Context: an optimization exercise on an open-source flow, tuned for small area and a short achievable clock period. The choices shown serve that exercise and are no tape-out recipe. Only simulation tests tie the RTL to the original design; equivalence was not proved.

==> flow/design.v (outline; a module is shown in full before it is edited, if it fits) <==
// module advanced_hybrid_controller_fixed: 211 lines
// module hic_div_a: 527 lines
// module hic_div_b: 322 lines
module advanced_hybrid_controller_fixed (
    input wire clk,
    input wire rst_n,
    input wire start,
    output reg done,
    output reg tile_start,
    input wire tile_done,
    output reg imc_mode,
    output wire simultaneous_rows,
    output wire [63:0] row_mask,
    input wire [15:0] zero_ops_skipped,
    input wire [15:0] total_ops_executed,
    input wire [15:0] imc_energy_savings,
    input wire [7:0] computation_snr,
    output reg dram_cmd_valid,
    output wire [1:0] dram_cmd_type,
    output wire [15:0] dram_cmd_addr,
    output wire [15:0] dram_write_data,
    output wire dram_accumulate_en,
    output wire [3:0] dram_bank_activate,
    output wire dram_simultaneous_access,
    output reg [1:0] precision_mode,
    output wire sparsity_optimize_en,
    output reg adaptive_imc_en,
    output wire [7:0] system_efficiency,
    output reg [15:0] total_energy_saved,
    output reg snr_too_low
);
  // ...
==> flow/flow/run.sh <==
#!/bin/bash
# The standard layout, with the port buffers made from the smallest plain
# buffer (sky130_fd_sc_hd__buf_1) instead of the delay cell buffer_ports
# picks on its own. Every input and output port still gets its buffer.
set -euo pipefail
export BUFFER_PORTS_ARGS="-buffer_cell sky130_fd_sc_hd__buf_1"
bash standard.sh > standard_flow.log 2>&1
==> flow/standard.sh <==
#!/bin/bash
# synth_recipe.tcl (not shown) runs the flow's synth.tcl, then flattens the netlist and writes it again
# the make line also repeats each setting of config.mk as NAME=value (left out here)
make -C /OpenROAD-flow-scripts/flow DESIGN_CONFIG=/design/flow/config.mk WORK_HOME=/design/flow/orfs CLKGATE_MAP_FILE= SYNTH_SCRIPT=/design/flow/synth_recipe.tcl "${@:-finish}"
==> flow/config.mk <==
export PLATFORM = sky130hd
export DESIGN_NAME = advanced_hybrid_controller_fixed
export DESIGN_NICKNAME = advanced_hybrid_controller_fixed
export VERILOG_FILES = /design/flow/design.v
export SDC_FILE = /design/flow/constraint.sdc
export NUM_CORES = 4
export LEC_CHECK = 0
export ABC_AREA = 1
export CAP_MARGIN = 20
export CORE_MARGIN = 2
export CORE_UTILIZATION = 80
export CTS_BUF_LIST = sky130_fd_sc_hd__clkbuf_8
export SLEW_MARGIN = 20
==> flow/constraint.sdc <==
create_clock -name core_clock -period 130.0 [get_ports {clk}]
set_input_delay 26.0000 -clock core_clock [delete_from_list [all_inputs] [get_ports {clk}]]
set_output_delay 26.0000 -clock core_clock [all_outputs]
set_load 0.01 [all_outputs]
==> impl_results.md, run 1 <==
* Status: finished clean
* Fin crit share at 27.5%
* Period minus WS final at 35.79 ns
* Area after DPL at 14000 um^2
* Setup Buffers After CTS at 0
* Die Footprint at 18400 um^2
* Synth Area in Compound Gates at 10.6%
* Die width at 136 um
* Slew Viols, Final at 0
* Crit Reg-Reg Endpoint: p_rem[5]
* Reg with most FFs: p_rem
* Hold path start: adaptive_imc_en
* Core area at 17100 um^2
* Reg clk slew, reported paths at 0.08 ns
* Layout Utilization at 84.2%
* Post-synthesis simple-gate area fraction at 17.6%
* Antenna diodes at 0
* Worst Setup End Kind: output port
* Final Skew at 0.0180 ns
* GRT Max-Usage Layer: met2
* Synth area leaders: ha_1 (15%), fa_1 (15%), nand2_1 (9.5%)
* Most used DFF post-synth: dfxtp_1
* CTS tree: yes
* Via count at 11500
* Flops & latches, synth at 124
* GPL Wtd Cong at 0.907
* Layout cells sized above 1 at 5.35%
* Sequential portion of the cell area at 21.2%
* Setup_tns at 0 ns
* Antenna violations before repair at 0
* Path depth of the worst reg2reg path at 53
* Most frequent cells in the layout: nand2_1 (350), inv_1 (292), ha_1 (167)
* Largest regs: p_rem x19, p_d x17
* Commonest cells in the netlist: nand2_1 (350), inv_1 (292), ha_1 (167), o21ai_0 (114), buf_4 (106)
* Largest cell class by area: multi-input combinational cells
* Slew Limit Headroom at 22.0%
* Max FFs per register at 19
* Reg2reg setup slack at 119.43 ns
* Root Buffer: clkbuf_8
==> module advanced_hybrid_controller_fixed, before the edit <==
module advanced_hybrid_controller_fixed (
    input wire clk,
    input wire rst_n,
    input wire start,
    output reg done,
    output reg tile_start,
    input wire tile_done,
    output reg imc_mode,
    output wire simultaneous_rows,
    output wire [63:0] row_mask,
    input wire [15:0] zero_ops_skipped,
    input wire [15:0] total_ops_executed,
    input wire [15:0] imc_energy_savings,
    input wire [7:0] computation_snr,
    output reg dram_cmd_valid,
    output wire [1:0] dram_cmd_type,
    output wire [15:0] dram_cmd_addr,
    output wire [15:0] dram_write_data,
    output wire dram_accumulate_en,
    output wire [3:0] dram_bank_activate,
    output wire dram_simultaneous_access,
    output reg [1:0] precision_mode,
    output wire sparsity_optimize_en,
    output reg adaptive_imc_en,
    output wire [7:0] system_efficiency,
    output reg [15:0] total_energy_saved,
    output reg snr_too_low
);
    localparam SNR_THRESHOLD_LOW = 40;
    localparam SNR_THRESHOLD_HIGH = 80;
    localparam [2:0] S_IDLE    = 3'b000,
                     S_LOAD    = 3'b001,
                     S_ANALYZE = 3'b011,
                     S_COMPUTE = 3'b010,
                     S_STORE   = 3'b110,
                     S_ADAPT   = 3'b111,
                     S_DONE    = 3'b101;
    reg [2:0] state;
    reg [3:0] cycle_count;
    reg [15:0] total_skipped;
    reg [15:0] total_executed;
    reg [6:0] average_snr;       
    reg start_prev;
    reg rows_hi, rows_lo;
    reg cmd_type0, bank_act, acc_en;
    reg [6:0] eff;
    assign simultaneous_rows = rows_hi;
    assign row_mask = {{32{rows_hi}}, {32{rows_lo}}};
    assign dram_cmd_type = {1'b0, cmd_type0};
    assign dram_cmd_addr = 16'd0;
    assign dram_write_data = 16'd0;
    assign dram_accumulate_en = acc_en;
    assign dram_simultaneous_access = acc_en;
    assign dram_bank_activate = {4{bank_act}};
    assign sparsity_optimize_en = 1'b1;
    wire in_compute = (state == S_COMPUTE);
    wire [15:0] div_a = in_compute ? zero_ops_skipped : total_skipped;
    wire [15:0] div_b = in_compute ? total_ops_executed : total_executed;
    wire div_nz = (|div_a) | (|div_b);
    wire [16:0] div_d;
    wire [23:0] div_rem;
    wire [2:0] div_qh;
    hic_div_a u_div_a (.a(div_a), .b(div_b), .d(div_d), .rem(div_rem), .qh(div_qh));
    reg [16:0] p_d;
    reg [20:2] p_rem;
    reg [2:0] p_qh;
    reg p_nz;
    always @(posedge clk) begin
        p_d <= div_d;
        p_rem <= div_rem[20:2];
        p_qh <= div_qh;
        p_nz <= div_nz;
    end
    wire [3:0] div_ql;
    hic_div_b u_div_b (.d(p_d), .rem({3'd0, p_rem, 2'b00}), .ql(div_ql));
    wire [6:0] q = {p_qh, div_ql};
    reg show_new;
    assign system_efficiency = {1'b0, show_new ? q : eff};
    wire ratio_gt60 = p_nz & (q > 7'd60);
    wire ratio_gt30 = p_nz & (q > 7'd30);
    function [15:0] radd16;
        input [15:0] x;
        input [15:0] y;
        integer k;
        reg c;
        begin
            c = 1'b0;
            for (k = 0; k < 16; k = k + 1) begin
                radd16[k] = x[k] ^ y[k] ^ c;
                c = (x[k] & y[k]) | (c & (x[k] ^ y[k]));
            end
        end
    endfunction
    function [7:0] radd8;
        input [7:0] x;
        input [7:0] y;
        integer k;
        reg c;
        begin
            c = 1'b0;
            for (k = 0; k < 8; k = k + 1) begin
                radd8[k] = x[k] ^ y[k] ^ c;
                c = (x[k] & y[k]) | (c & (x[k] ^ y[k]));
            end
        end
    endfunction
    wire [7:0] snr_sum = radd8({1'b0, average_snr}, computation_snr);
    always @(posedge clk) begin
        if (state == S_IDLE) begin
            cycle_count <= 0;
            total_skipped <= 0;
            total_executed <= 0;
            average_snr <= 100;
        end
        if (in_compute && tile_done) begin
            total_skipped <= radd16(total_skipped, zero_ops_skipped);
            total_executed <= radd16(total_executed, total_ops_executed);
            if (imc_mode) average_snr <= snr_sum[7:1];
        end
        if (state == S_ADAPT) cycle_count <= cycle_count + 1;
    end
    always @(posedge clk or negedge rst_n) begin
        if (!rst_n) begin
            state <= S_IDLE;
            done <= 0;
            precision_mode <= 2'b10;
            adaptive_imc_en <= 1;
            total_energy_saved <= 0;
            eff <= 0;
            show_new <= 0;
            snr_too_low <= 0;
            start_prev <= 0;
            tile_start <= 0;
            imc_mode <= 0;
            rows_hi <= 0;
            rows_lo <= 0;
            dram_cmd_valid <= 0;
            cmd_type0 <= 0;
            bank_act <= 0;
            acc_en <= 0;
        end else begin
            start_prev <= start;
            show_new <= in_compute & tile_done & div_nz;
            if (show_new) eff <= q;
            tile_start <= 0;
            dram_cmd_valid <= 0;
            done <= 0;
            case (state)
                S_IDLE: begin
                    if (start) state <= S_LOAD;
                end
                S_LOAD: begin
                    dram_cmd_valid <= 1;
                    cmd_type0 <= 0;
                    bank_act <= 1;
                    state <= S_ANALYZE;
                end
                S_ANALYZE: begin
                    if (adaptive_imc_en) begin
                        if (ratio_gt60 && average_snr > SNR_THRESHOLD_LOW) begin
                            imc_mode <= 1;
                            rows_hi <= 1;
                            rows_lo <= 1;
                        end else if (ratio_gt30 && average_snr > SNR_THRESHOLD_HIGH) begin
                            imc_mode <= 1;
                            rows_hi <= 0;
                            rows_lo <= 1;
                        end else begin
                            imc_mode <= 0;
                        end
                    end else begin
                        imc_mode <= 1;
                    end
                    tile_start <= 1;
                    state <= S_COMPUTE;
                end
                S_COMPUTE: begin
                    if (tile_done) begin
                        if (imc_mode) begin
                            total_energy_saved <= radd16(total_energy_saved, imc_energy_savings);
                            snr_too_low <= (computation_snr < SNR_THRESHOLD_LOW);
                        end
                        state <= S_STORE;
                    end
                end
                S_STORE: begin
                    dram_cmd_valid <= 1;
                    cmd_type0 <= 1;
                    acc_en <= 1;
                    bank_act <= 1;
                    state <= S_ADAPT;
                end
                S_ADAPT: begin
                    if (snr_too_low) begin
                        if (precision_mode != 0)
                            precision_mode <= precision_mode - 1;
                        else
                            adaptive_imc_en <= 0;
                    end
                    if (cycle_count > 10) state <= S_DONE;
                    else state <= S_ANALYZE;
                end
                S_DONE: begin
                    if (!start && start_prev) state <= S_IDLE;
                    else done <= 1;
                end
                default: state <= S_IDLE;
            endcase
        end
    end
endmodule
==> run 2, diff against run 1 <==
--- a/flow/design.v
+++ b/flow/design.v
@@ -4,3 +4,3 @@
     input wire start,
-    output reg done,
+    output wire done,
     output reg tile_start,
@@ -36,3 +36,4 @@
                      S_ADAPT   = 3'b111,
-                     S_DONE    = 3'b101;
+                     S_DONE0   = 3'b101,    
+                     S_DONE    = 3'b100;
     reg [2:0] state;
@@ -46,2 +47,3 @@
     reg [6:0] eff;
+    assign done = (state == S_DONE);
     assign simultaneous_rows = rows_hi;
@@ -124,3 +126,2 @@
             state <= S_IDLE;
-            done <= 0;
             precision_mode <= 2'b10;
@@ -146,3 +147,2 @@
             dram_cmd_valid <= 0;
-            done <= 0;
             case (state)
@@ -199,8 +199,8 @@
                     end
-                    if (cycle_count > 10) state <= S_DONE;
+                    if (cycle_count > 10) state <= S_DONE0;
                     else state <= S_ANALYZE;
                 end
-                S_DONE: begin
+                S_DONE0, S_DONE: begin
                     if (!start && start_prev) state <= S_IDLE;
-                    else done <= 1;
+                    else state <= S_DONE;
                 end
==> impl_results.md, run 2 <==
* Status: finished clean
* Most used DFF post-synth: dfxtp_1
* Most used cell, CP: nand2_1
* Antenna viol nets, final at 0
* Max_cap viols at 0
* Clock Latency Late Sink at 0.47 ns
* Global-route wire length before repair at 50.5 mm
* Nets at 2136
* Slew Limit Headroom at 36.1% (+14 points)
* Vert. Die Dim at 136 um
* Setup_tns at 0 ns (unchanged)
* M3 GR Usage at 4.77%
* Crit path launch type: flip-flop
* Max clock buf depth at 2
* Post-synthesis average cell area at 8.06 um^2
* Commonest cells in the netlist: nand2_1 (340), inv_1 (282), ha_1 (166), buf_4 (107), fa_1 (102)
* Max FFs per register at 19 (unchanged)
* Grt total ovfl at 0
* CTS tree: yes
* Flops & latches, synth at 123 (-0.81%)
* CTS sink count at 123
* Core area at 17100 um^2 (unchanged)
* Final setup viols at 0
* Via-per-instance ratio at 5.55
* WHS at 0.474 ns
* Leading area contributor after synthesis: ha_1
* DR pass1 iterations at 6
* Critical path class: reg2out
* Commonest non-fill, non-tap cell in the layout: nand2_1
* Setup Buffers After CTS at 0 (unchanged)
* EDFF count, synth at 36
* Tightest Hold Check Type: reg2reg
* Most common cell in the netlist: nand2_1
* Largest regs: p_rem x19, p_d x17
* Met1 Use GR at 43.8%
* Fin crit share at 26.8% (-0.71 points)
* Global Route Usage Sum at 34.2%
* Final WS setup at 95.13 ns
* Num rows at 48
* Wirelength per Cell at 14.8 um
* Worst Path Buf+Inv at 6
* Post-Synthesis Cells at 1725
* CP delay by family, top: simple AND/OR/NAND/NOR gates
* DRC viols at 0
* Register area share after synthesis at 21.8%
* Antenna violations before repair at 0 (unchanged)
* Area after DPL at 14000 um^2 (about the same)
* Ys async rst share at 32.5%
* Buffers on Ports at 162
* Layout Utilization at 84.3% (+0.11 points)
* Period minus WS final at 34.87 ns (-0.920 ns)
* Hpwl dp at 24.2 mm
* Synth Warn # at 1
* Synthesis-to-layout area growth at 3.78%
* RSZ-0062 raised after global routing: no
* Layout cells sized above 1 at 6.59% (+1.2 points)
* GRT Max-Usage Layer: met2
* Most frequent cells in the layout: nand2_1 (339), inv_1 (283), ha_1 (166)
* Initial Utilization at 81.2%
* Reg with most FFs: p_rem
* Worst Setup End Kind: output port
* Antenna diodes at 0 (unchanged)
* Design area at 14400 um^2
* # H-tree levels at 4
* Synthesized area at 13900 um^2
* Synth top area share at 14.9%
* Root Buffer: clkbuf_8
* Final Skew at 0.0218 ns (+0.00377 ns)
* WL final at 30.3 mm
* I/O pin cnt at 198
* M2 GR Usage at 58.8%
* Crit path required time at 104.00 ns
* CP max stage delay at 0.64 ns
* Fillers at 1098
* Worst-Margin Slew at 0.949 ns
* Crit path max fanout at 33
* Via count at 11400 (-1.1%)
* Die width at 136 um (about the same)
* Slew Viols, Final at 0 (unchanged)
* Largest net degree at the start of global routing at 41
* Drt initial violations at 667
* Die Footprint at 18400 um^2 (about the same)
* Dpl ws at 95.14 ns
* Vias in the first global route at 11200
* Hold Buf Count CTS at 0
* Reg clk slew, reported paths at 0.09 ns (about the same)
* GPL Wtd Cong at 0.928 (+2.2%)
* Maximum clock frequency at 0.0287 GHz
* Unique cell type count in the Yosys netlist at 62
* CTS Buf Count at 17
* Post-CTS resize count at 0
* Critical path's slowest cell: inv_1
* Synth area leaders: ha_1 (15%), fa_1 (15%), nand2_1 (9.2%)
* Final Hold Violating Endpoints at 0
* Arr. time, crit path at 8.87 ns
[run 2: cell count changes after synthesis, moves of 5 or more]
cell	before	now
nand2_2	2	19
o21ai_0	114	99
a21oi_1	71	85
inv_1	292	282
nand2_1	350	340
o21ai_1	20	12
o21bai_1	9	4
[run 2: layout make-up]
cell class	instances	area, um^2	share of cell area [%]
Sequential cell	123	3030	21.0
Timing Repair Buffer	165	629	4.36
Clock buffer	17	234	1.62
Inverter	289	1090	7.54
Multi-Input combinational cell	1212	8980	62.2
Tap cell	225	282	1.95
Clock inverter	15	189	1.31
[run 2: final timing paths]
check	start	endpoint	slack (ns)	cells past startpoint
setup / recovery	p_d[0]	system_efficiency[0]	95.13	45
hold / removal	adaptive_imc_en	adaptive_imc_en	0.47	2
setup reg to reg	state[2]	p_rem[10]	119.64	48
hold reg to reg	adaptive_imc_en	adaptive_imc_en	0.47	2
max in group asynchronous	rst_n	eff[0]	103.79	1
min in group asynchronous	rst_n	precision_mode[0]	25.65	1
[run 2: metal layers]
metal,vias to the layer above,wire length [um]
li1,5522,-
met1,5346,12800
met2,402,14900
met3,90,1600
met4,0,913
met5,-,0
[run 2: stage by stage]
stage / instances
floorplan: 1758
global placement: 2013
detailed placement: 2013
CTS: 2045
global route: 2046
finish: 2046
[run 2: cell families (layout without fill, tap and decap cells)]
kind of cell / Yosys count / in the layout / share of synthesized area (%)
AOI/OAI and AO/OA: 261 / 261 / 10.9
xor gates and xnor gates: 78 / 78 / 4.91
adders and majority gates: 268 / 268 / 29.6
buffers and inverters: 423 / 486 / 14.5
DFF: 123 / 123 / 21.8
muxes: 7 / 7 / 0.531
other: 2 / 35 / 0.0540
and+or+nand+nor: 563 / 563 / 17.6
[run 2: tightest hold or removal path, cell delays in order, from the launching register on]
cell and delay (ns):
dfstp_2 0.39, inv_1 0.05, a31oi_1 0.04
==> run 3, diff against run 2 <==
--- a/flow/config.mk
+++ b/flow/config.mk
@@ -10,3 +10,3 @@
 export CORE_MARGIN = 2
-export CORE_UTILIZATION = 80
+export CORE_UTILIZATION = 90
 export CTS_BUF_LIST = sky130_fd_sc_hd__clkbuf_8
==> impl_results.md, run 3 <==
* Status: did not finish
* Last stage: global routing
* Err: [ERROR GRT-0232] Routing congestion too high. Check the congestion heatmap in the GUI.
* Setup Buffers After CTS at 0 (unchanged)
* Commonest cells in the netlist: nand2_1 (340), inv_1 (282), ha_1 (166), buf_4 (107), fa_1 (102)
* Post-Synth XOR/XNOR Area at 4.91% (unchanged)
* Area after DPL at 14000 um^2 (-0.33%)
* Most common cell in the netlist: nand2_1
* Vert. Die Dim at 128 um (-5.6%)
* Hpwl dp at 28.1 mm (+16%)
* # H-tree levels at 4 (unchanged)
* Grt total ovfl at 22
* Buffers on Ports at 162 (unchanged)
* Leading area contributor after synthesis: ha_1
* Largest net degree at the start of global routing at 41
* Post-synthesis simple-gate area fraction at 17.6% (unchanged)
* Post-synthesis adder-cell area fraction at 29.6% (unchanged)
* Root Buffer: clkbuf_8
* Hold Buf Count CTS at 0 (unchanged)
* Ys async rst share at 32.5% (unchanged)
* Most used DFF post-synth: dfxtp_1
* Synth Area in Compound Gates at 10.9% (unchanged)
* Post-synthesis average cell area at 8.06 um^2 (unchanged)
* Initial Utilization at 91.8% (+11 points)
* Max clock buf depth at 2 (unchanged)
* EDFF count, synth at 36 (unchanged)
* Global Route Usage Sum at 75.2%
* Post-CTS resize count at 0 (unchanged)
* Num rows at 45 (-6.3%)
* Synth Warn # at 1 (unchanged)
* GPL Wtd Cong at 0.939 (+1.2%)
* Register area share after synthesis at 21.8% (unchanged)
* CTS sink count at 123 (unchanged)
* Die width at 128 um (-5.6%)
* I/O pin cnt at 198 (unchanged)
* Flops & latches, synth at 123 (unchanged)
* Synth top area share at 14.9% (unchanged)
* Synthesized area at 13900 um^2 (unchanged)
* Synth area leaders: ha_1 (15%), fa_1 (15%), nand2_1 (9.2%)
* Largest family of logic cells by synthesized area: adder cells
* CTS Buf Count at 17 (unchanged)
* Unique cell type count in the Yosys netlist at 62 (unchanged)
* Post-Synthesis Cells at 1725 (unchanged)
* Mux cell area share after synthesis at 0.531% (unchanged)
==> run 3: cell families after synthesis <==
family / Yosys count
buffers and inverters: 423
adder cells (fa/ha/maj): 268
other: 2
XOR/XNOR: 78
flip-flops: 123
multiplexers: 7
AND/OR/NAND/NOR: 563
AO/OA/AOI/OAI: 261
==> run 3: layer usage <==
| layer | GRT overflow | track usage [%] |
|---|---|---|
| met1 | 0 | 74.8 |
| met2 | 14 | 93.2 |
| met3 | 0 | 58.3 |
| met4 | 8 | 78.3 |
| met5 | 0 | 12.7 |
==> run 3: worst min path at each step <==
| stage | end | slack [ns] | depth (start not counted) |
|---|---|---|---|
| after floorplan | cmd_type0 | 0.44 | 2 |
| after global placement | adaptive_imc_en | 0.44 | 2 |
| after detailed placement | eff[5] | 0.46 | 2 |
| after CTS | adaptive_imc_en | 0.48 | 2 |
==> run 3: metrics by stage <==
stage          worst slack (ns)  cells  hold slack (ns)
2_1_floorplan             96.97   1758            0.443
3_3_place_gp              95.41   1976            0.439
3_5_place_dp              94.71   1976            0.462
4_1_cts                   94.71   2008            0.477
==> run 4, diff against run 3 <==
--- a/flow/config.mk
+++ b/flow/config.mk
@@ -10,4 +10,5 @@
 export CORE_MARGIN = 2
-export CORE_UTILIZATION = 90
+export CORE_UTILIZATION = 85
 export CTS_BUF_LIST = sky130_fd_sc_hd__clkbuf_8
+export CTS_CLUSTER_SIZE = 30
 export SLEW_MARGIN = 20
==> impl_results.md, run 4 <==
* # H-tree levels at 4 (unchanged)
* Fin crit share at 27.0%
* Clock Latency Late Sink at 0.47 ns
* Status: finished clean
* Antenna diodes at 0
* Register area share after synthesis at 21.8% (unchanged)
* Crit path required time at 104.00 ns
* Post-Synthesis Cells at 1725 (unchanged)
* CTS sink count at 123 (unchanged)
* Slew Limit Headroom at 26.6%
* Global-route wire length before repair at 57.0 mm
* Antenna violations before repair at 0
* DR pass1 iterations at 5
* CP max stage delay at 0.56 ns
* Critical path's slowest cell: o21ai_0
* Crit path max fanout at 33
* Vert. Die Dim at 132 um (+2.8%)
* Vias in the first global route at 12300
* Path depth of the worst reg2reg path at 48
* Maximum clock frequency at 0.0285 GHz
* CTS Buf Count at 17 (unchanged)
* Flops & latches, synth at 123 (unchanged)
* Initial Utilization at 87.2% (-4.6 points)
* WL final at 34.8 mm
* Commonest cells in the netlist: nand2_1 (340), inv_1 (282), ha_1 (166), buf_4 (107), fa_1 (102)
* Hold depth at 2
* Max FFs per register at 19
* Ys async rst share at 32.5% (unchanged)
* RSZ-0062 raised after global routing: no
* Placed insts at 2004 (+1.4%)
* Most used cell, CP: nand2_1
* Die width at 132 um (+2.8%)
* Most common cell in the netlist: nand2_1
* Critical path class: reg2out
* Antenna viol nets, final at 0
* Reg clk slew, reported paths at 0.10 ns
* Max_cap viols at 0
* Hpwl dp at 25.6 mm (-8.9%)
* Setup_tns at 0 ns
* Drt initial violations at 1212
* Grt total ovfl at 0
* DRC viols at 0
* Via count at 12100
* Most frequent cells in the layout: nand2_1 (339), inv_1 (283), ha_1 (166)
* Wirelength per Cell at 17.1 um
* Synthesized area at 13900 um^2 (unchanged)
* I/O pin cnt at 198 (unchanged)
* WHS at 0.470 ns
* Nets at 2135
* Global Route Usage Sum at 40.3%
* Num rows at 46 (+2.2%)
* Synth area leaders: ha_1 (15%), fa_1 (15%), nand2_1 (9.2%)
* Die Footprint at 17400 um^2
* Slew Viols, Final at 0
* CTS tree: yes
* Hold Buf Count CTS at 0 (unchanged)
* GPL Wtd Cong at 0.956 (+1.8%)
* Synth top area share at 14.9% (unchanged)
* Max clock buf depth at 2 (unchanged)
* Worst-Margin Slew at 1.09 ns
* Final setup viols at 0
* Worst Setup End Kind: output port
* Most used DFF post-synth: dfxtp_1
* Arr. time, crit path at 9.12 ns
* Root Buffer: clkbuf_8
* Leading area contributor after synthesis: ha_1
* Core area at 15900 um^2
* Post-synthesis average cell area at 8.06 um^2 (unchanged)
* Largest net degree at the start of global routing at 41
* Period minus WS final at 35.12 ns
* Tightest Hold Check Type: reg2reg
* Commonest non-fill, non-tap cell in the layout: nand2_1
* Largest regs: p_rem x19, p_d x17
* Setup Buffers After CTS at 0 (unchanged)
* Reg with most FFs: p_rem
* Final Skew at 0.0205 ns
* Crit path launch type: flip-flop
* Via-per-instance ratio at 5.96
* Non-Filler Instances at 2036
* Buffers on Ports at 162 (unchanged)
* Final Hold Violating Endpoints at 0
* Synthesis-to-layout area growth at 3.47%
* Unique cell type count in the Yosys netlist at 62 (unchanged)
* EDFF count, synth at 36 (unchanged)
* Layout cells sized above 1 at 6.54%
* Synth Warn # at 1 (unchanged)
* Post-CTS resize count at 0 (unchanged)
[run 4: cell counts after synthesis]
No cell type changed its count.
[run 4: stage by stage]
| stage | area (um^2) | setup slack [ns] | util [%] |
|---|---|---|---|
| after global routing | 14400 | 94.11 | 90.2 |
| after CTS | 14400 | 95.15 | 90.2 |
| after global placement | 14000 | 95.37 | 87.7 |
| after floorplan | 14000 | 96.97 | - |
| final | 14400 | 94.88 | 90.2 |
| after detailed placement | 14000 | 95.04 | 87.7 |
[run 4: final timing paths]
check | startpoint | to | slack (ns)
setup / recovery | p_d[0] | system_efficiency[0] | 94.88
hold / removal | adaptive_imc_en | adaptive_imc_en | 0.47
setup reg to reg | state[2] | p_rem[17] | 119.28
hold reg to reg | adaptive_imc_en | adaptive_imc_en | 0.47
max in group asynchronous | rst_n | eff[2] | 103.77
min in group asynchronous | rst_n | total_energy_saved[10] | 25.66
[run 4: kinds of logic (layout without fill, tap and decap cells)]
| kind of cell | count (synthesis) | count (layout) | synth area share (%) |
|---|---|---|---|
| simple gates | 563 | 563 | 17.6 |
| xor+xnor | 78 | 78 | 4.91 |
| buf+inv | 423 | 485 | 14.5 |
| fa+ha+maj | 268 | 268 | 29.6 |
| other cells | 2 | 35 | 0.0540 |
| compound gates | 261 | 261 | 10.9 |
| mux | 7 | 7 | 0.531 |
| flops | 123 | 123 | 21.8 |
[run 4: area by class of cell]
type | count | area (um^2)
clock inverters | 15 | 163
well taps | 216 | 270
inverters | 289 | 1090
clock buffers | 17 | 234
repair buffers | 164 | 624
multi-input cells | 1212 | 8980
fillers | 761 | 1560
flip-flops and latches | 123 | 3030
[run 4: critical path: cells and delay by family, from the launching register on]
family          cells  cell delay (ns)
compound gates     11             2.73
simple gates       20             2.64
fa+ha+maj           5             1.53
buf+inv             8             1.32
flops               1             0.40
[run 4: layer usage]
layer  global-route usage [%]  routed length [um]  vias up
li1                         -                   -     5533
met1                     46.7               12900     5698
met2                     71.3               17400      744
met3                     7.04                2760      163
met4                     21.7                1750        0
met5                        0                   0        -
==> run 5, diff against run 4 <==
==> flow/flow/run.sh (replaced) <==
#!/bin/bash
# The standard layout, with two changes: the port buffers are made from the
# smallest plain buffer (sky130_fd_sc_hd__buf_1) instead of the delay cell
# buffer_ports picks on its own (every input and output port still gets its
# buffer), and the constant outputs share synthesis's single tie cell of
# each kind instead of getting one tie cell each.
set -euo pipefail
export BUFFER_PORTS_ARGS="-buffer_cell sky130_fd_sc_hd__buf_1"
export SKIP_REPAIR_TIE_FANOUT=1
bash standard.sh > standard_flow.log 2>&1
--- a/flow/config.mk
+++ b/flow/config.mk
@@ -10,5 +10,4 @@
 export CORE_MARGIN = 2
-export CORE_UTILIZATION = 85
+export CORE_UTILIZATION = 80
 export CTS_BUF_LIST = sky130_fd_sc_hd__clkbuf_8
-export CTS_CLUSTER_SIZE = 30
 export SLEW_MARGIN = 20
==> impl_results.md, run 5 <==
* Synth area leaders: ha_1 (15%), fa_1 (15%), nand2_1 (9.2%)
* Clock Latency Late Sink at 0.47 ns (about the same)
* Most common cell in the netlist: nand2_1
* Area after DPL at 13900 um^2 (-0.81%)
* CP max stage delay at 0.63 ns (+0.07 ns)
* Critical path class: reg2out
* CTS tree: yes
* Most frequent cells in the layout: nand2_1 (339), inv_1 (283), ha_1 (166)
* Vert. Die Dim at 136 um (+3.0%)
* Unique cell type count in the Yosys netlist at 62 (unchanged)
* Worst Path Buf+Inv at 7 (-1)
* Grt total ovfl at 0 (unchanged)
* I/O pin cnt at 198 (unchanged)
* Arr. time, crit path at 9.06 ns (-0.06 ns)
* # H-tree levels at 4 (unchanged)
* Nets at 2102 (-1.5%)
* Commonest cells in the netlist: nand2_1 (340), inv_1 (282), ha_1 (166), buf_4 (107), fa_1 (102)
* Via count at 11300 (-7.0%)
* Critical path's slowest cell: inv_1
* Leading area contributor after synthesis: ha_1
* Via-per-instance ratio at 5.61 (-5.9%)
* Largest net degree at the start of global routing at 41 (unchanged)
* Period minus WS final at 35.06 ns (-0.0616 ns)
* Ys async rst share at 32.5% (unchanged)
* Initial Utilization at 81.2% (-6.0 points)
* Crit path max fanout at 33 (unchanged)
* CTS sink count at 123 (unchanged)
* Antenna violations before repair at 0 (unchanged)
* CTS Buf Count at 17 (unchanged)
* CP delay by family, top: simple AND/OR/NAND/NOR gates
* Post-synthesis average cell area at 8.06 um^2 (unchanged)
* WL final at 30.4 mm (-13%)
* Num rows at 48 (+4.3%)
* Post-Synthesis Cells at 1725 (unchanged)
* Core area at 17100 um^2 (+7.4%)
* Setup_tns at 0 ns (unchanged)
* Synthesis-to-layout area growth at 2.99%
* Root Buffer: clkbuf_8
* Die width at 136 um (+3.0%)
* Worst-Margin Slew at 1.02 ns (-0.0711 ns)
* Synth Warn # at 1 (unchanged)
* Synth top area share at 14.9% (unchanged)
* Max clock buf depth at 2 (unchanged)
* Status: finished clean
* Layout cells sized above 1 at 6.66% (+0.12 points)
* Reg with most FFs: p_rem
* Final Skew at 0.0300 ns (+0.00950 ns)
* DR pass1 iterations at 8 (+3)
* Hold Buf Count CTS at 0 (unchanged)
* Vias in the first global route at 11300 (-8.2%)
* Global Route Usage Sum at 34.5% (-5.9 points)
* Crit path required time at 104.00 ns (about the same)
* Fin crit share at 27.0% (-0.047 points)
* Most used cell, CP: nand2_1
* Largest regs: p_rem x19, p_d x17
* Slew Viols, Final at 0 (unchanged)
* EDFF count, synth at 36 (unchanged)
* Design area at 14300 um^2 (-0.47%)
* Wirelength per Cell at 15.1 um (-12%)
* Post-CTS resize count at 0 (unchanged)
* GPL Wtd Cong at 0.928 (-3.0%)
* Most used DFF post-synth: dfxtp_1
* Max_cap viols at 0 (unchanged)
* Register area share after synthesis at 21.8% (unchanged)
* Tightest Hold Check Type: reg2reg
* Commonest non-fill, non-tap cell in the layout: nand2_1
* Final setup viols at 0 (unchanged)
* Hpwl dp at 24.1 mm (-5.9%)
* DRC viols at 0 (unchanged)
* Buffers on Ports at 162 (unchanged)
* Antenna viol nets, final at 0 (unchanged)
* RSZ-0062 raised after global routing: no
* Max FFs per register at 19 (unchanged)
* Crit path launch type: flip-flop
* Setup Buffers After CTS at 0 (unchanged)
* Flops & latches, synth at 123 (unchanged)
* Die Footprint at 18400 um^2 (+6.1%)
* Drt initial violations at 757 (-38%)
* Reg clk slew, reported paths at 0.09 ns (about the same)
* Global-route wire length before repair at 50.8 mm (-11%)
* Maximum clock frequency at 0.0285 GHz (+0.18%)
* Slew Limit Headroom at 31.4% (+4.8 points)
* Worst Setup End Kind: output port
* Antenna diodes at 0 (unchanged)
* Final Hold Violating Endpoints at 0 (unchanged)
* Synthesized area at 13900 um^2 (unchanged)
==> run 5: cell types whose count changed in the layout (fill, tap and decap cells not counted) <==
cell | before | now
bufinv_16 | 2 | 4
clkinv_2 | 2 | 1
clkinvlp_4 | 1 | 0
conb_1 | 35 | 2
inv_4 | 2 | 1
inv_6 | 5 | 8
inv_8 | 2 | 0
o21ai_0 | 99 | 98
o21ai_1 | 12 | 13
==> run 5: worst paths after layout <==
kind                                          end       startpoint  slack, ns  cells after the start
setup / recovery             system_efficiency[0]           p_d[0]      94.94                     46
min in group asynchronous  total_energy_saved[11]            rst_n      25.65                      1
hold reg to reg                   adaptive_imc_en  adaptive_imc_en       0.45                      2
setup reg to reg                        p_rem[18]         state[2]     119.66                     49
hold / removal                    adaptive_imc_en  adaptive_imc_en       0.45                      2
max in group asynchronous                imc_mode            rst_n     103.75                      1
==> run 5: area by class of cell <==
cell class	count	area (um^2)
Multi-Input combinational cell	1179	8860
Fill cell	1089	2800
Clock inverter	15	208
Tap cell	225	282
Clock buffer	17	234
Timing Repair Buffer	164	624
Sequential cell	123	3030
Inverter	289	1090
==> run 5: through the flow <==
stage               setup slack [ns]  std cells  util (%)  hold slack (ns)
global placement               95.36       1980      81.1            0.444
finish                         94.94       2012      83.6            0.451
detailed placement             95.20       1980      81.1            0.440
floorplan                      96.97       1725         -            0.443
CTS                            95.06       2012      83.6            0.450
global route                   93.96       2012      83.6            0.470
==> run 5: worst reg2reg max path, delay by kind of cell (launching register included) <==
kind	cells	cell delay, ns
compound gates	17	3.91
simple gates	19	2.67
buf+inv	8	1.62
fa+ha+maj	4	1.46
flops	1	0.44
xor+xnor	1	0.22
==> run 5: cells by family after synthesis <==
family          share of synthesized area, %
mux                                    0.531
other cells                           0.0540
xor+xnor                                4.91
buf+inv                                 14.5
simple gates                            17.6
fa+ha+maj                               29.6
flops                                   21.8
compound gates                          10.9
==> run 5: layer usage <==
layer / wire length, um / global-route usage [%] / share of wire [%] / up-vias
li1: - / - / - / 5482
met1: 12700 / 42.9 / 42 / 5345
met2: 15300 / 60.0 / 50 / 381
met3: 1620 / 6.45 / 5.3 / 83
met4: 849 / 12.7 / 2.8 / 0
met5: 0 / 0 / 0 / -
==> run 6, diff against run 5 <==
==> flow/flow/run.sh (replaced) <==
#!/bin/bash
# The standard layout, with three changes:
#  - the port buffers are made from the smallest plain buffer
#    (sky130_fd_sc_hd__buf_1) instead of the delay cell buffer_ports picks on
#    its own; every input and output port still gets its buffer;
#  - the constant outputs share synthesis's single tie cell of each kind
#    instead of getting one tie cell each;
#  - clock tree synthesis adds no dummy loads (the tree is otherwise the
#    standard one: same clustering, clkbuf_8 buffers from config.mk).
set -euo pipefail
export BUFFER_PORTS_ARGS="-buffer_cell sky130_fd_sc_hd__buf_1"
export SKIP_REPAIR_TIE_FANOUT=1
export CTS_ARGS="-sink_clustering_enable -repair_clock_nets -dont_use_dummy_load -buf_list sky130_fd_sc_hd__clkbuf_8"
bash standard.sh > standard_flow.log 2>&1
==> impl_results.md, run 6 <==
* Post-CTS resize count at 0 (unchanged)
* Layout cells sized above 1 at 5.93% (-0.73 points)
* Drt initial violations at 625 (-17%)
* Arr. time, crit path at 8.96 ns (-0.10 ns)
* Final Skew at 0.0374 ns (+0.00731 ns)
* Final setup viols at 0 (unchanged)
* Setup_tns at 0 ns (unchanged)
* Vert. Die Dim at 136 um (unchanged)
* Commonest cells in the netlist: nand2_1 (340), inv_1 (282), ha_1 (166), buf_4 (107), fa_1 (102)
* Grt total ovfl at 0 (unchanged)
* RSZ-0062 raised after global routing: no
* Crit path required time at 104.00 ns (about the same)
* Area after DPL at 13900 um^2 (unchanged)
* Leading area contributor after synthesis: ha_1
* Via count at 11200 (-0.99%)
* Slew Viols, Final at 0 (unchanged)
* Most used cell, CP: nand2_1
* Critical path class: reg2out
* CTS tree: yes
* GPL Wtd Cong at 0.928 (unchanged)
* Core area at 17100 um^2 (unchanged)
* Vias in the first global route at 11000 (-2.5%)
* Max clock buf depth at 2 (unchanged)
* Ys async rst share at 32.5% (unchanged)
* Crit path launch type: flip-flop
* # H-tree levels at 4 (unchanged)
* Clock Latency Late Sink at 0.45 ns (-0.02 ns)
* Global Route Usage Sum at 33.2% (-1.2 points)
* DR pass1 iterations at 5 (-3)
* Synthesized area at 13900 um^2 (unchanged)
* Synth area leaders: ha_1 (15%), fa_1 (15%), nand2_1 (9.2%)
* Crit path max fanout at 33 (unchanged)
* Antenna violations before repair at 0 (unchanged)
* Die width at 136 um (unchanged)
* Wirelength per Cell at 14.8 um (-2.3%)
* Largest regs: p_rem x19, p_d x17
* Synthesis-to-layout area growth at 1.49%
* Post-synthesis average cell area at 8.06 um^2 (unchanged)
* Maximum clock frequency at 0.0286 GHz (+0.27%)
* Post-Synthesis Cells at 1725 (unchanged)
* Buffers on Ports at 162 (unchanged)
* Flops & latches, synth at 123 (unchanged)
* Final Hold Violating Endpoints at 0 (unchanged)
* Fillers at 1135 (+4.2%)
* Unique cell type count in the Yosys netlist at 62 (unchanged)
* Nets at 2102 (unchanged)
* Max_cap viols at 0 (unchanged)
* Period minus WS final at 34.96 ns (-0.0961 ns)
* Design area at 14100 um^2 (-1.5%)
* WL final at 29.5 mm (-3.0%)
* Largest net degree at the start of global routing at 41 (unchanged)
* Most common cell in the netlist: nand2_1
* Die Footprint at 18400 um^2 (unchanged)
* Critical path's slowest cell: inv_1
* I/O pin cnt at 198 (unchanged)
* Root Buffer: clkbuf_8
* Setup Buffers After CTS at 0 (unchanged)
* Antenna diodes at 0 (unchanged)
* Hpwl dp at 24.1 mm (unchanged)
* Worst-Margin Slew at 1.02 ns (+0.00252 ns)
* Area of the multi-input gates at 8860 um^2 (unchanged)
* Via-per-instance ratio at 5.60 (-0.25%)
* Fin crit share at 26.9% (-0.074 points)
* Status: finished clean
* Synth top area share at 14.9% (unchanged)
* DRC viols at 0 (unchanged)
* Slew Limit Headroom at 31.2% (-0.17 points)
* Register area share after synthesis at 21.8% (unchanged)
* Initial Utilization at 81.2% (unchanged)
* CP max stage delay at 0.63 ns (about the same)
* Reg clk slew, reported paths at 0.08 ns (about the same)
* Antenna viol nets, final at 0 (unchanged)
* Num rows at 48 (unchanged)
* EDFF count, synth at 36 (unchanged)
* Synth Warn # at 1 (unchanged)
* Hold Buf Count CTS at 0 (unchanged)
* Global-route wire length before repair at 49.2 mm (-3.2%)
* Commonest non-fill, non-tap cell in the layout: nand2_1
* CTS sink count at 123 (unchanged)
* Tightest Hold Check Type: reg2reg
* Most used DFF post-synth: dfxtp_1
* CTS Buf Count at 17 (unchanged)
* Reg with most FFs: p_rem
* Max FFs per register at 19 (unchanged)
* Worst Setup End Kind: output port
* Most frequent cells in the layout: nand2_1 (339), inv_1 (282), ha_1 (166)
* Register Area at 3030 um^2 (unchanged)
[run 6: cell counts after synthesis]
Identical to the previous run, type by type.
[run 6: final cells by class]
cell class	instances	area share, %
Multi-Input combinational cell	1179	62.8
Sequential cell	123	21.4
Inverter	289	7.71
Timing Repair Buffer	164	4.42
Tap cell	225	2.00
Clock buffer	17	1.66
[run 6: path summary, 6_finish.rpt]
check | start | endpoint | slack, ns | depth (start not counted)
worst max-delay path | p_d[0] | system_efficiency[0] | 95.04 | 46
worst min-delay path | adaptive_imc_en | adaptive_imc_en | 0.45 | 2
worst max register to register | state[1] | p_rem[10] | 119.71 | 49
worst min register to register | adaptive_imc_en | adaptive_imc_en | 0.45 | 2
max in group asynchronous | rst_n | imc_mode | 103.72 | 1
min in group asynchronous | rst_n | total_energy_saved[11] | 25.68 | 1
[run 6: cell families after synthesis]
group | Yosys count | synth area share, %
compound gates | 261 | 10.9
mux | 7 | 0.531
other cells | 2 | 0.0540
xor+xnor | 78 | 4.91
fa+ha+maj | 268 | 29.6
buf+inv | 423 | 14.5
simple gates | 563 | 17.6
flops | 123 | 21.8
[run 6: through the flow]
step	util, %	cells	worst slack (ns)	hold WS, ns
4_1_cts	82.4	1997	95.10	0.448
3_3_place_gp	81.1	1980	95.36	0.444
6_report	82.4	1997	95.04	0.447
5_1_grt	82.4	1997	94.01	0.469
2_1_floorplan	-	1725	96.97	0.443
3_5_place_dp	81.1	1980	95.20	0.440
[run 6: metal layers]
layer,track usage (%),up-vias,routed length (um)
li1,-,5467,-
met1,41.9,5309,12500
met2,58.1,335,14800
met3,5.29,68,1430
met4,12.0,0,769
met5,0,-,0
[run 6: critical path, delay by kind of cell, from the launching register on]
kind            cells  cell delay [ns]
fa+ha+maj           5             1.59
compound gates     11             2.34
simple gates       23             2.65
flops               1             0.41
buf+inv             7             1.52
==> run 7, diff against run 6 <==
--- a/flow/config.mk
+++ b/flow/config.mk
@@ -10,3 +10,3 @@
 export CORE_MARGIN = 2
-export CORE_UTILIZATION = 80
+export CORE_UTILIZATION = 85
 export CTS_BUF_LIST = sky130_fd_sc_hd__clkbuf_8
==> impl_results.md, run 7 <==
* Status: finished clean
* CP max stage delay at 0.65 ns (+0.02 ns)
* Grt total ovfl at 0 (unchanged)
* Unique cell type count in the Yosys netlist at 62 (unchanged)
* Nets at 2103 (+0.048%)
* Synthesis-to-layout area growth at 1.47% (about the same)
* Reg with most FFs: p_rem
* Vias in the first global route at 12100 (+9.2%)
* Antenna diodes at 0 (unchanged)
* CTS tree: yes
* Setup_tns at 0 ns (unchanged)
* EDFF count, synth at 36 (unchanged)
* Worst-Margin Slew at 0.962 ns (-0.0587 ns)
* Most used cell, CP: nand2_1
* Clock Latency Late Sink at 0.46 ns (about the same)
* DR top layer: met4
* Via-per-instance ratio at 5.88 (+5.1%)
* Final setup viols at 0 (unchanged)
* Largest net degree at the start of global routing at 41 (unchanged)
* Global-route wire length before repair at 54.1 mm (+10%)
* Most frequent cells in the layout: nand2_1 (339), inv_1 (282), ha_1 (166)
* CTS sink count at 123 (unchanged)
* Commonest non-fill, non-tap cell in the layout: nand2_1
* GPL Wtd Cong at 0.952 (+2.6%)
* Global Route Usage Sum at 37.9% (+4.6 points)
* RSZ-0062 raised after global routing: no
* Layout Utilization at 88.5% (+6.0 points)
* Die Footprint at 17400 um^2 (-5.7%)
* Initial Utilization at 87.2% (+6.0 points)
* Flops & latches, synth at 123 (unchanged)
* Synthesized area at 13900 um^2 (unchanged)
* Max clock buf depth at 2 (unchanged)
* Fin crit share at 27.0% (+0.095 points)
* Most common cell in the netlist: nand2_1
* Buffers on Ports at 162 (unchanged)
* Post-synthesis average cell area at 8.06 um^2 (unchanged)
* Fillers at 850 (-25%)
* Register area share after synthesis at 21.8% (unchanged)
* Final Skew at 0.0389 ns (+0.00149 ns)
* Tightest Hold Check Type: reg2reg
* Antenna viol nets, final at 0 (unchanged)
* Via count at 11700 (+4.7%)
* Leading area contributor after synthesis: ha_1
* Die width at 132 um (-2.9%)
* Hpwl dp at 25.5 mm (+5.8%)
* Drt initial violations at 946 (+51%)
* Max FFs per register at 19 (unchanged)
* WL final at 31.9 mm (+8.3%)
* Crit path required time at 104.00 ns (about the same)
* Post-CTS resize count at 0 (unchanged)
* Commonest cells in the netlist: nand2_1 (340), inv_1 (282), ha_1 (166), buf_4 (107), fa_1 (102)
* Crit path launch type: flip-flop
* I/O pin cnt at 198 (unchanged)
* Final WS setup at 94.91 ns (-0.123 ns)
* Synth Warn # at 1 (unchanged)
* Num rows at 46 (-4.2%)
* Worst Setup End Kind: output port
* Maximum clock frequency at 0.0285 GHz (-0.35%)
* WHS at 0.456 ns (+0.00915 ns)
* DR pass1 iterations at 6 (+1)
* DRC viols at 0 (unchanged)
* Critical path's slowest cell: inv_1
* Largest regs: p_rem x19, p_d x17
* Layout cells sized above 1 at 5.98% (+0.053 points)
* Wirelength per Cell at 16.1 um (+8.8%)
* Crit path max fanout at 33 (unchanged)
* Reg clk slew, reported paths at 0.06 ns (-0.02 ns)
* Critical path class: reg2out
* Synth area leaders: ha_1 (15%), fa_1 (15%), nand2_1 (9.2%)
* CTS Buf Count at 17 (unchanged)
* Period minus WS final at 35.09 ns (+0.123 ns)
* Ys async rst share at 32.5% (unchanged)
* Root Buffer: clkbuf_8
* Hold Buf Count CTS at 0 (unchanged)
* Antenna violations before repair at 0 (unchanged)
* # H-tree levels at 4 (unchanged)
* Synth top area share at 14.9% (unchanged)
* Setup Buffers After CTS at 0 (unchanged)
* Routed metal-1 wire length at 12.4 mm (-0.98%)
* Core area at 15900 um^2 (-6.9%)
* Slew Viols, Final at 0 (unchanged)
* Arr. time, crit path at 9.09 ns (+0.13 ns)
* Routed wl met3 at 2.11 mm (+48%)
* Vert. Die Dim at 132 um (-2.9%)
* Most used DFF post-synth: dfxtp_1
* Met2 routed WL at 16.3 mm (+10%)
* Final Hold Violating Endpoints at 0 (unchanged)
* Max_cap viols at 0 (unchanged)
* Post-Synthesis Cells at 1725 (unchanged)
* Slew Limit Headroom at 35.2% (+4.0 points)
* Dpl ws at 95.11 ns (-0.0884 ns)
==> run 7: cell count changes in the layout (fill, tap and decap cells not counted) <==
cell / delta
o21ai_1: -1
buf_4: +1
o21ai_0: +1
==> run 7: path summary, 6_finish.rpt <==
check                      slack, ns       startpoint                      to  cells past startpoint
max                            94.91           p_d[4]    system_efficiency[0]                     43
min                             0.46  adaptive_imc_en         adaptive_imc_en                      2
max reg2reg                   119.78         state[2]               p_rem[10]                     49
min reg2reg                     0.46  adaptive_imc_en         adaptive_imc_en                      2
max in group asynchronous     103.75            rst_n                imc_mode                      1
min in group asynchronous      25.66            rst_n  total_energy_saved[10]                      1
==> run 7: layout make-up <==
cell class,instances,area (um^2),share of cell area (%)
Clock buffer,17,234,1.66
Tap cell,216,270,1.92
Multi-Input combinational cell,1179,8860,62.8
Timing Repair Buffer,165,632,4.48
Sequential cell,123,3030,21.4
Inverter,289,1090,7.71
==> run 7: per-stage QoR <==
step / instances / cell area [um^2]
5_1_grt: 1989 / 14100
3_3_place_gp: 1972 / 13900
6_report: 1989 / 14100
3_5_place_dp: 1972 / 13900
2_1_floorplan: 1725 / 13900
4_1_cts: 1989 / 14100
==> run 7: worst max-delay path: cells and delay by family (launching register included) <==
kind | cells | cell delay, ns
AO/OA/AOI/OAI | 11 | 2.14
adder cells (fa/ha/maj) | 4 | 1.39
flip-flops | 1 | 0.41
AND/OR/NAND/NOR | 22 | 2.80
buffers and inverters | 5 | 1.48
multiplexers | 1 | 0.41
==> run 7: per-layer routing <==
layer  GRT usage (%)  vias to the layer above
met2            68.1                      570
met1            44.7                     5543
met3            5.96                      111
li1                -                     5475
met5               0                        -
met4            17.2                        0
==> run 7: cells by family after synthesis <==
family,share of synthesized area [%]
muxes,0.531
xor gates and xnor gates,4.91
and+or+nand+nor,17.6
DFF,21.8
other,0.0540
AOI/OAI and AO/OA,10.9
buffers and inverters,14.5
adders and majority gates,29.6
==> run 8, diff against run 7 <==
--- a/flow/config.mk
+++ b/flow/config.mk
@@ -7,6 +7,6 @@
 export LEC_CHECK = 0
-export ABC_AREA = 1
+export ABC_AREA = 0
 export CAP_MARGIN = 20
 export CORE_MARGIN = 2
-export CORE_UTILIZATION = 85
+export CORE_UTILIZATION = 80
 export CTS_BUF_LIST = sky130_fd_sc_hd__clkbuf_8
==> impl_results.md, run 8 <==
* Status: finished clean
* Area of the multi-input gates at 9440 um^2 (+6.6%)
* Crit Reg-Reg Endpoint: p_rem[7]
* CTS tree: yes
* Hold Buf Count CTS at 0 (unchanged)
* # H-tree levels at 4 (unchanged)
* CP delay by family, top: compound AO/OA/AOI/OAI gates
* Antenna violations before repair at 0 (unchanged)
* Leading area contributor after synthesis: ha_1
* Layout Utilization at 82.9% (-5.6 points)
* Register Area at 3030 um^2 (unchanged)
* Period minus WS final at 36.44 ns (+1.35 ns)
* Worst Setup End Kind: output port
* CP endpoint: system_efficiency[0]
* Arr. time, crit path at 10.44 ns (+1.35 ns)
* Commonest non-fill, non-tap cell in the layout: ha_1
* Placed insts at 1757 (-11%)
* Num rows at 48 (+4.3%)
* Fin crit share at 28.0% (+1.0 points)
* Grt total ovfl at 0 (unchanged)
* Crit path required time at 104.00 ns (about the same)
* Synth area leaders: ha_1 (15%), fa_1 (15%), edfxtp_1 (7.7%)
* Slew Viols, Final at 0 (unchanged)
* WL final at 30.8 mm (-3.7%)
* Critical path class: reg2out
* CTS sink count at 123 (unchanged)
* Largest regs: p_rem x19, p_d x17
* Most frequent cells in the layout: ha_1 (166), buf_1 (161), inv_1 (155)
* Flops & latches, synth at 123 (unchanged)
* Post-Synthesis Cells at 1499 (-13%)
* Crit path max fanout at 26 (-21%)
* Reg clk slew, reported paths at 0.07 ns (about the same)
* Post-synthesis average cell area at 9.33 um^2 (+16%)
* Root Buffer: clkbuf_8
* Ys async rst share at 32.5% (unchanged)
* DRC viols at 0 (unchanged)
* CP startpoint: p_d[0]
* Synthesized area at 14000 um^2 (+0.64%)
* Final Hold Violating Endpoints at 0 (unchanged)
* Register area share after synthesis at 21.6% (-0.14 points)
* Post-CTS resize count at 0 (unchanged)
* Via-per-instance ratio at 6.10 (+3.6%)
* Synthesis-to-layout area growth at 1.80%
* Die Footprint at 18600 um^2 (+6.7%)
* Wirelength per Cell at 17.3 um (+7.9%)
* Path depth of the worst reg2reg path at 37 (-24%)
* Layout cells sized above 1 at 5.68% (-0.30 points)
* Antenna diodes at 0 (unchanged)
* Buffers on Ports at 162 (unchanged)
* I/O pin cnt at 198 (unchanged)
* Final Skew at 0.0285 ns (-0.0103 ns)
* Synth Warn # at 1 (unchanged)
* Reg with most FFs: p_rem
* Drt initial violations at 606 (-36%)
* Antenna viol nets, final at 0 (unchanged)
* Global Route Usage Sum at 34.7% (-3.2 points)
* Max clock buf depth at 2 (unchanged)
* Via count at 10800 (-7.6%)
* Fillers at 1155 (+36%)
* Worst Path Buf+Inv at 5 (unchanged)
* Most common cell in the netlist: ha_1
* Max FFs per register at 19 (unchanged)
* Clock Latency Late Sink at 0.45 ns (about the same)
* Most used DFF post-synth: dfxtp_1
* Setup_tns at 0 ns (unchanged)
* Unique cell type count in the Yosys netlist at 84 (+35%)
* Max_cap viols at 0 (unchanged)
* Non-Filler Instances at 1774 (-11%)
* Slew Limit Headroom at 38.2% (+3.0 points)
* Tightest Hold Check Type: reg2reg
* Vert. Die Dim at 136 um (+3.3%)
* Crit path launch type: flip-flop
* Nets at 1879 (-11%)
* Area after DPL at 14000 um^2 (+0.94%)
* Maximum clock frequency at 0.0274 GHz (-3.7%)
* CP max stage delay at 0.43 ns (-0.22 ns)
* Core area at 17200 um^2 (+7.7%)
* Initial Utilization at 81.5% (-5.7 points)
* Final setup viols at 0 (unchanged)
* EDFF count, synth at 36 (unchanged)
* DR pass1 iterations at 7 (+1)
* Design area at 14200 um^2 (+0.97%)
* Critical path's slowest cell: fa_1
* Commonest cells in the netlist: ha_1 (166), inv_1 (155), nand2_1 (123), buf_4 (106), fa_1 (102)
* Hold depth at 2 (unchanged)
* Setup Buffers After CTS at 0 (unchanged)
* Worst-Margin Slew at 0.924 ns (-0.0381 ns)
* RR Startpoint: state[1]
* Die width at 136 um (+3.3%)
* Synth top area share at 14.8% (-0.095 points)
* Largest net degree at the start of global routing at 41 (unchanged)
* RSZ-0062 raised after global routing: no
* Global-route wire length before repair at 50.3 mm (-7.1%)
* Critical path depth at 40 (-7.0%)
* CTS Buf Count at 17 (unchanged)
* Reg2reg setup slack at 118.90 ns (-0.88 ns)
* Hpwl dp at 24.8 mm (-2.5%)
* GPL Wtd Cong at 0.962 (+1.1%)
* Vias in the first global route at 10700 (-11%)
## run 8: metrics by stage
stage                     setup WS [ns]  hold slack [ns]
after global routing              92.71            0.484
after CTS                         93.36            0.467
after detailed placement          93.84            0.457
final                             93.56            0.471
after global placement            94.17            0.460
after floorplan                   94.81            0.453
## run 8: worst min-delay path by stage
stage | startpoint | to | slack, ns
2_1_floorplan | adaptive_imc_en | adaptive_imc_en | 0.45
6_report | adaptive_imc_en | adaptive_imc_en | 0.47
3_5_place_dp | adaptive_imc_en | adaptive_imc_en | 0.46
3_3_place_gp | total_energy_saved[15] | total_energy_saved[15] | 0.46
4_1_cts | adaptive_imc_en | adaptive_imc_en | 0.47
5_1_grt | adaptive_imc_en | adaptive_imc_en | 0.48
## run 8: final cells by class
cell class              count  area share, %
repair buffers            170           4.70
clock buffers              17           1.64
well taps                 225           1.98
multi-input cells        1082           66.3
flip-flops and latches    123           21.2
inverters                 157           4.16
## run 8: logic make-up (layout without fill, tap and decap cells)
family                     Yosys count  in the layout  synth area share (%)
DFF                                123            123                  21.6
xor gates and xnor gates            90             90                  5.63
AOI/OAI and AO/OA                  287            287                  13.9
muxes                               83             83                  6.45
buffers and inverters              294            344                  11.0
adders and majority gates          268            268                  29.4
other                                2              2                0.0537
and+or+nand+nor                    352            352                  11.9
## run 8: worst reg2reg max path, delay by kind of cell (launching register included)
| family | cells | cell delay (ns) |
|---|---|---|
| AO/OA/AOI/OAI | 19 | 5.28 |
| XOR/XNOR | 1 | 0.15 |
| adder cells (fa/ha/maj) | 5 | 1.89 |
| buffers and inverters | 2 | 0.60 |
| flip-flops | 1 | 0.52 |
| multiplexers | 2 | 0.95 |
| AND/OR/NAND/NOR | 8 | 1.56 |
## run 8: per-layer routing
layer / up-vias / wire (um) / global-route usage, %
li1: 5132 / - / -
met1: 5164 / 12400 / 42.4
met2: 415 / 14900 / 59.0
met3: 104 / 1640 / 4.59
met4: 0 / 1790 / 20.3
met5: - / 0 / 0
==> run 9, diff against run 8 <==
--- a/flow/design.v
+++ b/flow/design.v
@@ -14,3 +14,3 @@
     input wire [7:0] computation_snr,
-    output reg dram_cmd_valid,
+    output wire dram_cmd_valid,
     output wire [1:0] dram_cmd_type,
@@ -45,3 +45,3 @@
     reg rows_hi, rows_lo;
-    reg cmd_type0, bank_act, acc_en;
+    reg cmd_type0, acc_en;
     reg [6:0] eff;
@@ -55,3 +55,4 @@
     assign dram_simultaneous_access = acc_en;
-    assign dram_bank_activate = {4{bank_act}};
+    assign dram_cmd_valid = ((state == S_ANALYZE) & ~cmd_type0) | (state == S_ADAPT);
+    assign dram_bank_activate = {4{acc_en | state[2] | state[1]}};
     assign sparsity_optimize_en = 1'b1;
@@ -137,5 +138,3 @@
             rows_lo <= 0;
-            dram_cmd_valid <= 0;
             cmd_type0 <= 0;
-            bank_act <= 0;
             acc_en <= 0;
@@ -146,3 +145,2 @@
             tile_start <= 0;
-            dram_cmd_valid <= 0;
             case (state)
@@ -152,5 +150,3 @@
                 S_LOAD: begin
-                    dram_cmd_valid <= 1;
                     cmd_type0 <= 0;
-                    bank_act <= 1;
                     state <= S_ANALYZE;
@@ -186,6 +182,4 @@
                 S_STORE: begin
-                    dram_cmd_valid <= 1;
                     cmd_type0 <= 1;
                     acc_en <= 1;
-                    bank_act <= 1;
                     state <= S_ADAPT;
--- a/flow/config.mk
+++ b/flow/config.mk
@@ -7,3 +7,3 @@
 export LEC_CHECK = 0
-export ABC_AREA = 0
+export ABC_AREA = 1
 export CAP_MARGIN = 20
==> impl_results.md, run 9 <==
* Maximum clock frequency at 0.0278 GHz (+1.1%)
* Reg clk slew, reported paths at 0.05 ns (-0.02 ns)
* Antenna viol nets, final at 0 (unchanged)
* Crit path launch type: flip-flop
* Final setup viols at 0 (unchanged)
* Reg with most FFs: p_rem
* Drt initial violations at 649 (+7.1%)
* Arr. time, crit path at 10.03 ns (-0.41 ns)
* Synth area leaders: ha_1 (15%), fa_1 (15%), nand2_1 (10%)
* Crit path required time at 104.00 ns (about the same)
* Ys async rst share at 31.4% (-1.1 points)
* Core area at 17100 um^2 (-0.35%)
* I/O pin cnt at 198 (unchanged)
* Slew Viols, Final at 0 (unchanged)
* DR pass1 iterations at 5 (-2)
* Clock Latency Late Sink at 0.47 ns (+0.02 ns)
* Critical path class: reg2out
* Hold depth at 2 (unchanged)
* Layout Utilization at 82.1% (-0.82 points)
* Area of the multi-input gates at 8850 um^2 (-6.3%)
* CP max stage delay at 0.73 ns (+0.30 ns)
* Post-CTS resize count at 0 (unchanged)
* Commonest non-fill, non-tap cell in the layout: nand2_1
* Status: finished clean
* Layout cells sized above 1 at 4.96% (-0.72 points)
* Synthesis-to-layout area growth at 1.42%
* Vias in the first global route at 10900 (+2.4%)
* # H-tree levels at 4 (unchanged)
* Antenna violations before repair at 0 (unchanged)
* Path depth of the worst reg2reg path at 50 (+35%)
* Register area share after synthesis at 21.5% (-0.15 points)
* Leading area contributor after synthesis: ha_1
* Tightest Hold Check Type: reg2reg
* CTS tree: yes
* Crit path max fanout at 31 (+19%)
* CTS Buf Count at 17 (unchanged)
* Final Hold Violating Endpoints at 0 (unchanged)
* Period minus WS final at 36.03 ns (-0.409 ns)
* Fin crit share at 27.7% (-0.31 points)
* Worst-Margin Slew at 0.987 ns (+0.0626 ns)
* RSZ-0062 raised after global routing: no
* Commonest cells in the netlist: nand2_1 (383), inv_1 (283), ha_1 (166), buf_4 (106), o21ai_0 (103)
* Via count at 11300 (+4.1%)
* WL final at 30.8 mm (+0.19%)
* Max clock buf depth at 2 (unchanged)
* Global-route wire length before repair at 49.9 mm (-0.84%)
* GPL Wtd Cong at 0.908 (-5.6%)
* DRC viols at 0 (unchanged)
* Buffers on Ports at 162 (unchanged)
* Setup_tns at 0 ns (unchanged)
* Unique cell type count in the Yosys netlist at 56 (-33%)
* Most frequent cells in the layout: nand2_1 (382), inv_1 (283), ha_1 (166)
* Grt total ovfl at 0 (unchanged)
* Vert. Die Dim at 136 um (-0.47%)
* CTS sink count at 121 (-1.6%)
* Post-Synthesis Cells at 1749 (+17%)
* Flops & latches, synth at 121 (-1.6%)
* Initial Utilization at 81.0% (-0.50 points)
* Nets at 2125 (+13%)
* Largest regs: p_rem x19, p_d x17
* Critical path's slowest cell: inv_1
* EDFF count, synth at 36 (unchanged)
* Post-synthesis average cell area at 7.92 um^2 (-15%)
* Max FFs per register at 19 (unchanged)
* Hpwl dp at 25.2 mm (+1.6%)
run 9: cell types whose count changed after synthesis, moves of 13 or more:
cell and change:
xnor2_1 -26, and3_1 -33, a21o_1 -28, nand2b_1 -13
mux2_2 -25, inv_1 +128, nand2_1 +260, nand3_1 +37
or2_2 +35, mux2i_1 -39, o21ai_0 +56, o21a_1 -15
nor2_1 -13
run 9: path summary, 6_finish.rpt:
| check | start | to | slack (ns) |
|---|---|---|---|
| min | adaptive_imc_en | adaptive_imc_en | 0.47 |
| max | p_d[2] | system_efficiency[0] | 93.97 |
| min reg2reg | adaptive_imc_en | adaptive_imc_en | 0.47 |
| max reg2reg | state[1] | p_rem[18] | 119.76 |
| max in group asynchronous | rst_n | imc_mode | 103.69 |
| min in group asynchronous | rst_n | total_energy_saved[5] | 25.68 |
run 9: logic make-up (layout without fill, tap and decap cells):
kind of cell               count (synthesis)  in the layout  share of synthesized area (%)
and+or+nand+nor                          603            603                           18.6
DFF                                      121            121                           21.5
other                                      2              2                         0.0542
buffers and inverters                    424            470                           14.7
xor gates and xnor gates                  75             75                           4.74
muxes                                      2              2                          0.144
adders and majority gates                268            268                           29.7
AOI/OAI and AO/OA                        254            254                           10.6
run 9: layout make-up:
| cell class | instances | area share (%) |
|---|---|---|
| inverters | 289 | 7.76 |
| well taps | 225 | 2.00 |
| repair buffers | 164 | 4.44 |
| multi-input cells | 1204 | 63.0 |
| flip-flops and latches | 121 | 21.2 |
| clock buffers | 17 | 1.67 |
run 9: layer usage:
metal	GRT usage, %	share of wire (%)
met1	42.3	42
met2	61.6	51
met3	4.68	4.0
met4	12.4	2.8
met5	0	0
run 9: critical path: cells and delay by family (launching register included):
kind	cells	cell delay [ns]
flip-flops	1	0.43
AND/OR/NAND/NOR	28	3.74
adder cells (fa/ha/maj)	4	1.55
buffers and inverters	9	2.30
AO/OA/AOI/OAI	9	1.52
run 9: through the flow:
stage | cell area [um^2] | worst slack [ns] | std cells | hold WS, ns
final | 14100 | 93.97 | 2020 | 0.472
after global routing | 14100 | 92.93 | 2020 | 0.490
after CTS | 14000 | 93.94 | 2020 | 0.470
after detailed placement | 13800 | 94.47 | 2003 | 0.461
after global placement | 13800 | 94.72 | 2003 | 0.443
after floorplan | 13900 | 96.94 | 1749 | 0.453

static timing again, ports no longer ideal:
The flow's constraints put no driver on any port. The routed layouts listed below were extracted and timed again, unchanged, in two steps.
Step 1, drivers: a clkbuf_16 drives clk and a buf_2 each remaining input, both assumed.
Step 2 adds t to the input delays and takes it off the output delays; t is the mean of the earliest and latest rising clock arrival at the registers after step 1. Input paths then give back, and output paths get back, about the clock's delay inside the block.
Slacks: no drivers / after step 1 / after step 2; pairs: no drivers / after step 1.
| run | t (ns) | slack for setup (ns) | worst hold slack (ns) | clock arrival spread, ns | worst slew at a driven data input, ns |
|---|---|---|---|---|---|
| run 1 | 0.486 | 94.210 / 94.164 / 94.407 | 0.455 / 0.455 / 0.455 | 0.023 / 0.023 | 0.05 |
| run 2 | 0.497 | 95.130 / 95.089 / 94.958 | 0.474 / 0.474 / 0.474 | 0.022 / 0.022 | 0.05 |
| run 4 | 0.504 | 94.880 / 94.836 / 94.757 | 0.470 / 0.470 / 0.470 | 0.023 / 0.023 | 0.05 |
| run 5 | 0.503 | 94.942 / 94.899 / 95.025 | 0.451 / 0.451 / 0.451 | 0.030 / 0.030 | 0.04 |
| run 6 | 0.472 | 95.038 / 94.996 / 95.078 | 0.447 / 0.447 / 0.447 | 0.037 / 0.038 | 0.04 |
| run 7 | 0.480 | 94.915 / 94.873 / 94.879 | 0.456 / 0.456 / 0.456 | 0.039 / 0.039 | 0.05 |
| run 8 | 0.483 | 93.562 / 93.517 / 94.000 | 0.471 / 0.471 / 0.471 | 0.037 / 0.037 | 0.05 |
| run 9 | 0.493 | 93.971 / 93.925 / 94.418 | 0.472 / 0.472 / 0.472 | 0.040 / 0.040 | 0.04 |
After both steps setup and hold are still met in every run listed. For run 2, which loses most, drivers alone change the setup slack by -0.041 ns; drivers and shift together by -0.172 ns.
